From an optimization exercise on the open Yosys and OpenROAD flow, aimed at small area; shortcuts taken in it are not production practice.
RTL that was checked went through simulation tests only; none was proved equivalent to the original.
Power is estimated from default activity; no workload was simulated.

Setup of the baseline:
// ps2_top_level
module ps2_top_level(
    input logic clk, rst, psClk, data,
    output logic vs, hs,
    output logic[3:0] r, g, b
);
make LEC_CHECK=0 CAP_MARGIN=20 CORE_MARGIN=2 CORE_UTILIZATION=40 CTS_BUF_LIST=sky130_fd_sc_hd__clkbuf_4 CTS_CLUSTER_DIAMETER=200 CTS_CLUSTER_SIZE=25 SLEW_MARGIN=20 finish   # period 20.0 ns
run.sh (not shown) runs the stock make flow with config.mk's settings and CLKGATE_MAP_FILE= SYNTH_SCRIPT=/design/flow/synth_recipe.tcl, a recipe that flattens the netlist after the stock synthesis.
The baseline: no failed stages, no open violations at the end
The following lists how the candidate was set up differently from the baseline:
==> flow/flow/run.sh (new file) <==
#!/bin/bash
# Layout flow: the standard flow (standard.sh), with these changes:
#  - synthesis maps the logic with area-oriented ABC scripts and lets ABC
#    map the adders too (no separate half-adder mapping).  A few ABC scripts
#    are tried and the one giving the smallest cell area is used.  The
#    registers are the standard synthesis's: dfflibmap makes them before ABC
#    runs, and ABC only maps the logic between them;
#  - the port buffers are sky130_fd_sc_hd__buf_1;
#  - clock tree synthesis uses clkbuf_4 and no dummy loads.
# Each step's full output goes to a log file in the work folder.
set -euo pipefail
W=$PWD
declare -A ABC
ABC[a]='&get -n\n&st\n&dch -f\n&nf -a\n&put\ntopo\n'
ABC[b]='&get -n\n&st\n&dch -f\n&nf -a -F 20 -A 20\n&put\ntopo\n'
ABC[c]='strash\ndc2\ndch -f\namap -m\ntopo\n'
ABC[d]='&get -n\n&st\n&dch\n&nf -a\n&put\ntopo\n'
best=""
best_area=""
for k in a b c d; do
  T="$W/try_$k"
  mkdir -p "$T"
  cp -r "$FLOW_HOME/scripts" "$T/scripts"
  printf "${ABC[$k]}" > "$T/scripts/abc_speed.script"
  if bash standard.sh WORK_HOME="$T/orfs" SCRIPTS_DIR="$T/scripts" ADDER_MAP_FILE= synth > "$W/flow_synth_try_$k.log" 2>&1; then
    a=$(awk '/Chip area for module/ {print $NF; exit}' "$T"/orfs/reports/*/ps2_top_level/base/synth_stat.txt)
    echo "ABC script $k: area $a" >> "$W/flow_choice.log"
    if [[ -n "$a" ]] && { [[ -z "$best_area" ]] || awk -v x="$a" -v y="$best_area" 'BEGIN{exit !(x < y)}'; }; then
      best=$k; best_area=$a
    fi
  fi
done
echo "chosen: $best ($best_area)" >> "$W/flow_choice.log"
bash standard.sh SCRIPTS_DIR="$W/try_$best/scripts" ADDER_MAP_FILE= synth > "$W/flow_synth.log" 2>&1
rm -rf "$W"/try_*/orfs
bash standard.sh BUFFER_PORTS_ARGS="-buffer_cell sky130_fd_sc_hd__buf_1" \
  CTS_ARGS="-sink_clustering_enable -repair_clock_nets -buf_list sky130_fd_sc_hd__clkbuf_4 -sink_clustering_size 25 -sink_clustering_max_diameter 200 -dont_use_dummy_load" \
  finish > "$W/flow_layout.log" 2>&1
==> flow/standard.sh (new file) <==
#!/bin/bash
# synth_recipe.tcl (not shown) runs the flow's synth.tcl, then flattens the netlist and writes it again
# the make line also repeats each setting of config.mk as NAME=value (left out here)
make -C /OpenROAD-flow-scripts/flow DESIGN_CONFIG=/design/flow/config.mk WORK_HOME=/design/flow/orfs CLKGATE_MAP_FILE= SYNTH_SCRIPT=/design/flow/synth_recipe.tcl "${@:-finish}"
removed: flow/run.sh
Results
- Data arrival time at the worst-slack endpoint down 0.34 ns in the candidate wrt the baseline
- The candidate vs the baseline — total routed wire length on the met1 layer dropped slightly
- On the candidate: net switching share of the total power is 0.95 points higher than what the baseline gave.

JK:
Another version of the RTL of ps2_top_level (not shown whole).
Size: about 65 flip-flops, about 18 I/O pins, roughly 3000 sq um of cells after synthesis.
==> flow/config.mk <==
export PLATFORM = sky130hd
export DESIGN_NAME = ps2_top_level
export DESIGN_NICKNAME = ps2_top_level
export VERILOG_FILES = /design/flow/design.v
export SDC_FILE = /design/flow/constraint.sdc
export NUM_CORES = 4
export LEC_CHECK = 0
export CAP_MARGIN = 20
export CORE_MARGIN = 2
export CORE_UTILIZATION = 40
export CTS_BUF_LIST = sky130_fd_sc_hd__clkbuf_8
export CTS_CLUSTER_DIAMETER = 200
export CTS_CLUSTER_SIZE = 35
export SLEW_MARGIN = 20
==> flow/constraint.sdc <==
create_clock -name core_clock -period 20.0 [get_ports {clk}]
set_input_delay 4.0000 -clock core_clock [delete_from_list [all_inputs] [get_ports {clk}]]
set_output_delay 4.0000 -clock core_clock [all_outputs]
set_load 0.01 [all_outputs]
Stock flow here: none of the scripts above is used.
JK | stages: all done | timing, DRC, antenna: all pass
Input changes introduced in MS (baseline for comparison: JK):
# JK
export LEC_CHECK = 0
export CAP_MARGIN = 20
export CORE_MARGIN = 2
export CORE_UTILIZATION = 40
export CTS_BUF_LIST = sky130_fd_sc_hd__clkbuf_8
export CTS_CLUSTER_DIAMETER = 200
export CTS_CLUSTER_SIZE = 35
export SLEW_MARGIN = 20
create_clock -name core_clock -period 20.0 [get_ports {clk}]
# MS
export LEC_CHECK = 0
export CAP_MARGIN = 20
export CORE_MARGIN = 2
export CORE_UTILIZATION = 40
export CTS_BUF_LIST = sky130_fd_sc_hd__clkbuf_4
export CTS_CLUSTER_DIAMETER = 200
export CTS_CLUSTER_SIZE = 25
export SLEW_MARGIN = 20
create_clock -name core_clock -period 20.0 [get_ports {clk}]
[summary]
- MS reports a lower worst ir drop on vdd than JK does.
- Combinational cell fraction of total power in MS is 0.5 points higher than in JK
- MS — final core utilization 0.78 points lower, JK as reference
- Compared with JK, in MS layout-stage area growth over the synthesis result lost 1.9 points, cell area after layout lost about 1.7%, length of routed wiring on met1 lost 4.2%.
- On MS: switching share of power is 1.2 points higher than what JK gave.
Function was not checked in any run of this note: the RTL went through the layout flow alone.

ember:
ps2_top_level, a different RTL version from the one above (not shown whole).
For scale: about 270 cells after synthesis, ~68 flip-flops, about 18 I/O pins, about 3000 sq um of cells after synthesis.
## ps2_top_level
module ps2_top_level(
    input logic clk, rst, psClk, data,
    output logic vs, hs,
    output logic[3:0] r, g, b
);
logic en, odd, yinc, upd;
logic[9:0] x, y, u, v;
logic L, R, U, D;
logic[1:0] col;
half_clock hc (.oldclk(clk), .rst(rst), .newclk(en), .odd(odd));
XYCounter c (.clk(clk), .rst(rst), .en(en), .vs(vs), .hs(hs),
             .yinc(yinc), .upd(upd), .x(x), .y(y));
ps2 P (.sysclk(clk), .rst(rst), .clk(psClk), .data(data),
       .L(L), .R(R), .U(U), .D(D));
box_controller box (.clk(clk), .rst(rst), .odd(odd), .yinc(yinc), .upd(upd),
                    .L(L), .R(R), .U(U), .D(D), .u(u), .v(v), .col(col));
Drawer d (.clk(clk), .rst(rst), .en(en), .u(u), .v(v), .col(col),
          .r(r), .g(g), .b(b));
endmodule
==> flow/config.mk <==
export PLATFORM = sky130hd
export DESIGN_NAME = ps2_top_level
export DESIGN_NICKNAME = ps2_top_level
export VERILOG_FILES = /design/flow/design.v
export SDC_FILE = /design/flow/constraint.sdc
export NUM_CORES = 4
export LEC_CHECK = 0
export CAP_MARGIN = 20
export CORE_MARGIN = 2
export CORE_UTILIZATION = 40
export CTS_BUF_LIST = sky130_fd_sc_hd__clkbuf_4
export SLEW_MARGIN = 20
==> flow/constraint.sdc <==
create_clock -name core_clock -period 20.0 [get_ports {clk}]
set_input_delay 4.0000 -clock core_clock [delete_from_list [all_inputs] [get_ports {clk}]]
set_output_delay 4.0000 -clock core_clock [all_outputs]
set_load 0.01 [all_outputs]
ember finished every stage and its layout cleared the timing, design-rule and antenna checks.
Inputs modified between ember and cedar:
diff --git a/flow/config.mk b/flow/config.mk
--- a/flow/config.mk
+++ b/flow/config.mk
@@ -10,3 +10,2 @@
 export CORE_UTILIZATION = 40
-export CTS_BUF_LIST = sky130_fd_sc_hd__clkbuf_4
 export SLEW_MARGIN = 20
[summary]
In cedar, the period utilization came out 0.22 points below the value in ember. As far as vertical die dimension is concerned, cedar and ember perform about the same. Between cedar and ember, the difference in reported combinational group power is negligible. Compare cedar and ember | worst setup slack lower: ember. cedar has clock latency on the worst-skew pair below what ember had. cedar vs ember: critical path depth up in cedar. cedar vs. ember: wire length climbed 1.1%, logic gate share of total power dropped 0.4 points.
Function was not checked in any run of this note: the RTL went through the layout flow alone.

ps2_top_level, a different RTL version from the one above (not shown whole).
Size: about 310 cells after synthesis, about 0.0028 mm2 of cells after synthesis.
clock: 20.0 ns
lec_check: 0
cap_margin: 20
core_margin: 2
core_utilization: 40
cts_buf_list: sky130_fd_sc_hd__clkbuf_4
cts_cluster_diameter: 200
cts_cluster_size: 25
slew_margin: 20
standard.sh (not shown) runs the stock make flow with config.mk's settings and CLKGATE_MAP_FILE= SYNTH_SCRIPT=/design/flow/synth_recipe.tcl, a recipe that flattens the netlist after the stock synthesis.
==> flow/flow/run.sh <==
#!/bin/bash
# Layout flow: the standard flow (standard.sh), with two changes:
#  - synthesis maps the logic with an area-oriented ABC script and lets ABC
#    map the adders too (no separate half-adder mapping); the registers are
#    the standard synthesis's, as dfflibmap makes them before ABC runs;
#  - the port buffers are sky130_fd_sc_hd__buf_1.
# Each step's full output goes to a log file in the work folder.
set -euo pipefail
W=$PWD
cp -r "$FLOW_HOME/scripts" "$W/scripts_area"
printf '&get -n\n&st\n&dch -f\n&nf -a\n&put\ntopo\n' > "$W/scripts_area/abc_speed.script"
bash standard.sh SCRIPTS_DIR="$W/scripts_area" ADDER_MAP_FILE= synth > "$W/flow_synth.log" 2>&1
bash standard.sh BUFFER_PORTS_ARGS="-buffer_cell sky130_fd_sc_hd__buf_1" finish > "$W/flow_layout.log" 2>&1
The baseline finished with timing, DRC and antenna clean.
==> next run, changes <==
--- a/flow/flow/run.sh
+++ b/flow/flow/run.sh
@@ -12,2 +12,2 @@
 bash standard.sh SCRIPTS_DIR="$W/scripts_area" ADDER_MAP_FILE= synth > "$W/flow_synth.log" 2>&1
-bash standard.sh BUFFER_PORTS_ARGS="-buffer_cell sky130_fd_sc_hd__buf_1" finish > "$W/flow_layout.log" 2>&1
+bash standard.sh BUFFER_PORTS_ARGS="-buffer_cell sky130_fd_sc_hd__buf_1" CTS_ARGS="-sink_clustering_enable -repair_clock_nets -buf_list sky130_fd_sc_hd__clkbuf_4 -sink_clustering_size 25 -sink_clustering_max_diameter 200 -dont_use_dummy_load" finish > "$W/flow_layout.log" 2>&1
Effect: Design area is lower by 1.9%; count of clock-buffer cells in the layout went down by 2; cell count went down by 1.5%.
No run of this note included a check of the RTL's function; only the layout flow was run.

Another version of the RTL of ps2_top_level (not shown whole).
Size: ~340 cells after synthesis, about 59 flip-flops, about 18 I/O pins, roughly 0.0027 mm^2 of cells after synthesis.
// ps2_top_level
module ps2_top_level(
    input logic clk, rst, psClk, data,
    output logic vs, hs,
    output logic[3:0] r, g, b
);
export LEC_CHECK = 0
export CAP_MARGIN = 20
export CORE_MARGIN = 2
export CORE_UTILIZATION = 40
export CTS_BUF_LIST = sky130_fd_sc_hd__clkbuf_4
export CTS_CLUSTER_DIAMETER = 200
export CTS_CLUSTER_SIZE = 25
export SLEW_MARGIN = 20
create_clock -name core_clock -period 20.0 [get_ports {clk}]
==> flow/flow/run.sh <==
#!/bin/bash
# Layout flow: the standard flow (standard.sh), with these changes:
#  - synthesis maps the logic with area-oriented ABC scripts and lets ABC
#    map the adders too (no separate half-adder mapping).  A few ABC scripts
#    are tried and the one giving the smallest cell area is used.  The
#    registers are the standard synthesis's: dfflibmap makes them before ABC
#    runs, and ABC only maps the logic between them;
#  - the port buffers are sky130_fd_sc_hd__buf_1;
#  - clock tree synthesis uses clkbuf_4 and no dummy loads.
# Each step's full output goes to a log file in the work folder.
set -euo pipefail
W=$PWD
declare -A ABC
ABC[a]='&get -n\n&st\n&dch -f\n&nf -a\n&put\ntopo\n'
ABC[b]='&get -n\n&st\n&dch -f\n&nf -a -F 20 -A 20\n&put\ntopo\n'
ABC[c]='strash\ndc2\ndch -f\namap -m\ntopo\n'
ABC[d]='&get -n\n&st\n&dch\n&nf -a\n&put\ntopo\n'
ABC[e]='&get -n\n&st\n&dch -f\n&nf -a -F 20 -A 20\n&put\nstrash\ndch -f\namap -m\ntopo\n'
best=""
best_area=""
for k in a b c d e; do
  T="$W/try_$k"
  mkdir -p "$T"
  cp -r "$FLOW_HOME/scripts" "$T/scripts"
  printf "${ABC[$k]}" > "$T/scripts/abc_speed.script"
  if bash standard.sh WORK_HOME="$T/orfs" SCRIPTS_DIR="$T/scripts" ADDER_MAP_FILE= synth > "$W/flow_synth_try_$k.log" 2>&1; then
    a=$(awk '/Chip area for module/ {print $NF; exit}' "$T"/orfs/reports/*/ps2_top_level/base/synth_stat.txt)
    echo "ABC script $k: area $a" >> "$W/flow_choice.log"
    if [[ -n "$a" ]] && { [[ -z "$best_area" ]] || awk -v x="$a" -v y="$best_area" 'BEGIN{exit !(x < y)}'; }; then
      best=$k; best_area=$a
    fi
  fi
done
echo "chosen: $best ($best_area)" >> "$W/flow_choice.log"
bash standard.sh SCRIPTS_DIR="$W/try_$best/scripts" ADDER_MAP_FILE= synth > "$W/flow_synth.log" 2>&1
rm -rf "$W"/try_*/orfs
bash standard.sh BUFFER_PORTS_ARGS="-buffer_cell sky130_fd_sc_hd__buf_1" \
  CTS_ARGS="-sink_clustering_enable -repair_clock_nets -buf_list sky130_fd_sc_hd__clkbuf_4 -sink_clustering_size 25 -sink_clustering_max_diameter 200 -dont_use_dummy_load" \
  finish > "$W/flow_layout.log" 2>&1
The starting point completed without violations.
Then changed:
--- a/flow/flow/run.sh
+++ b/flow/flow/run.sh
@@ -18 +17,0 @@
-ABC[e]='&get -n\n&st\n&dch -f\n&nf -a -F 20 -A 20\n&put\nstrash\ndch -f\namap -m\ntopo\n'
@@ -21 +20 @@
-for k in a b c d e; do
+for k in a b c d; do
What happened:
- cell count grows by 0.92%
- wire length grows by 2.5%
- via count grows by 0.30%
- combinational power shrinks by about 6%

-- port drivers added, routing unchanged --
The results above use ideal ports. As a check the final layouts listed here were re-extracted and re-timed, cells and wires unchanged. Step 1 sets driving cells, clkbuf_16 on the clock port and buf_2 on the other inputs (assumed; they add their load-dependent delay and slew). Step 2 times the ports against the registers' clock, not the clock port: input delays grow and output delays shrink by t, the midpoint of the rising clock arrivals with the driver on. Slacks: ideal ports / drivers / drivers and shift; pairs: ideal ports / drivers.
| run | shift t [ns] | setup slack, ns | worst setup path after step 2 | worst data-port slew with drivers (ns) | cell pins on the clock port's net |
|---|---|---|---|---|---|
| the baseline | 0.421 | 13.864 / 13.836 / 14.257 | register to output | 0.03 | 1 |
| the candidate | 0.405 | 14.198 / 14.173 / 14.043 | input to register | 0.03 | 1 |
| JK | 0.354 | 13.806 / 13.776 / 14.112 | input to register | 0.03 | 1 |
| MS | 0.423 | 13.725 / 13.694 / 14.102 | input to register | 0.03 | 1 |
| ember | 0.418 | 14.137 / 14.109 / 13.818 | input to register | 0.03 | 1 |
| cedar | 0.368 | 14.181 / 14.166 / 13.822 | input to register | 0.03 | 1 |
| the first run of note 4 | 0.415 | 13.369 / 13.344 / 13.759 | register to output | 0.03 | 1 |
| the second run of note 4 | 0.416 | 13.379 / 13.352 / 13.768 | register to output | 0.03 | 1 |
| the first run of note 5 | 0.409 | 14.010 / 13.983 / 14.217 | input to register | 0.03 | 1 |
| the second run of note 5 | 0.419 | 13.915 / 13.915 / 13.496 | input to register | 0.03 | 1 |
After both steps setup and hold are still met in every run listed. The setup slack of the second run of note 5, which loses most, moves by 0.000 ns with the drivers and by -0.419 ns with both steps.
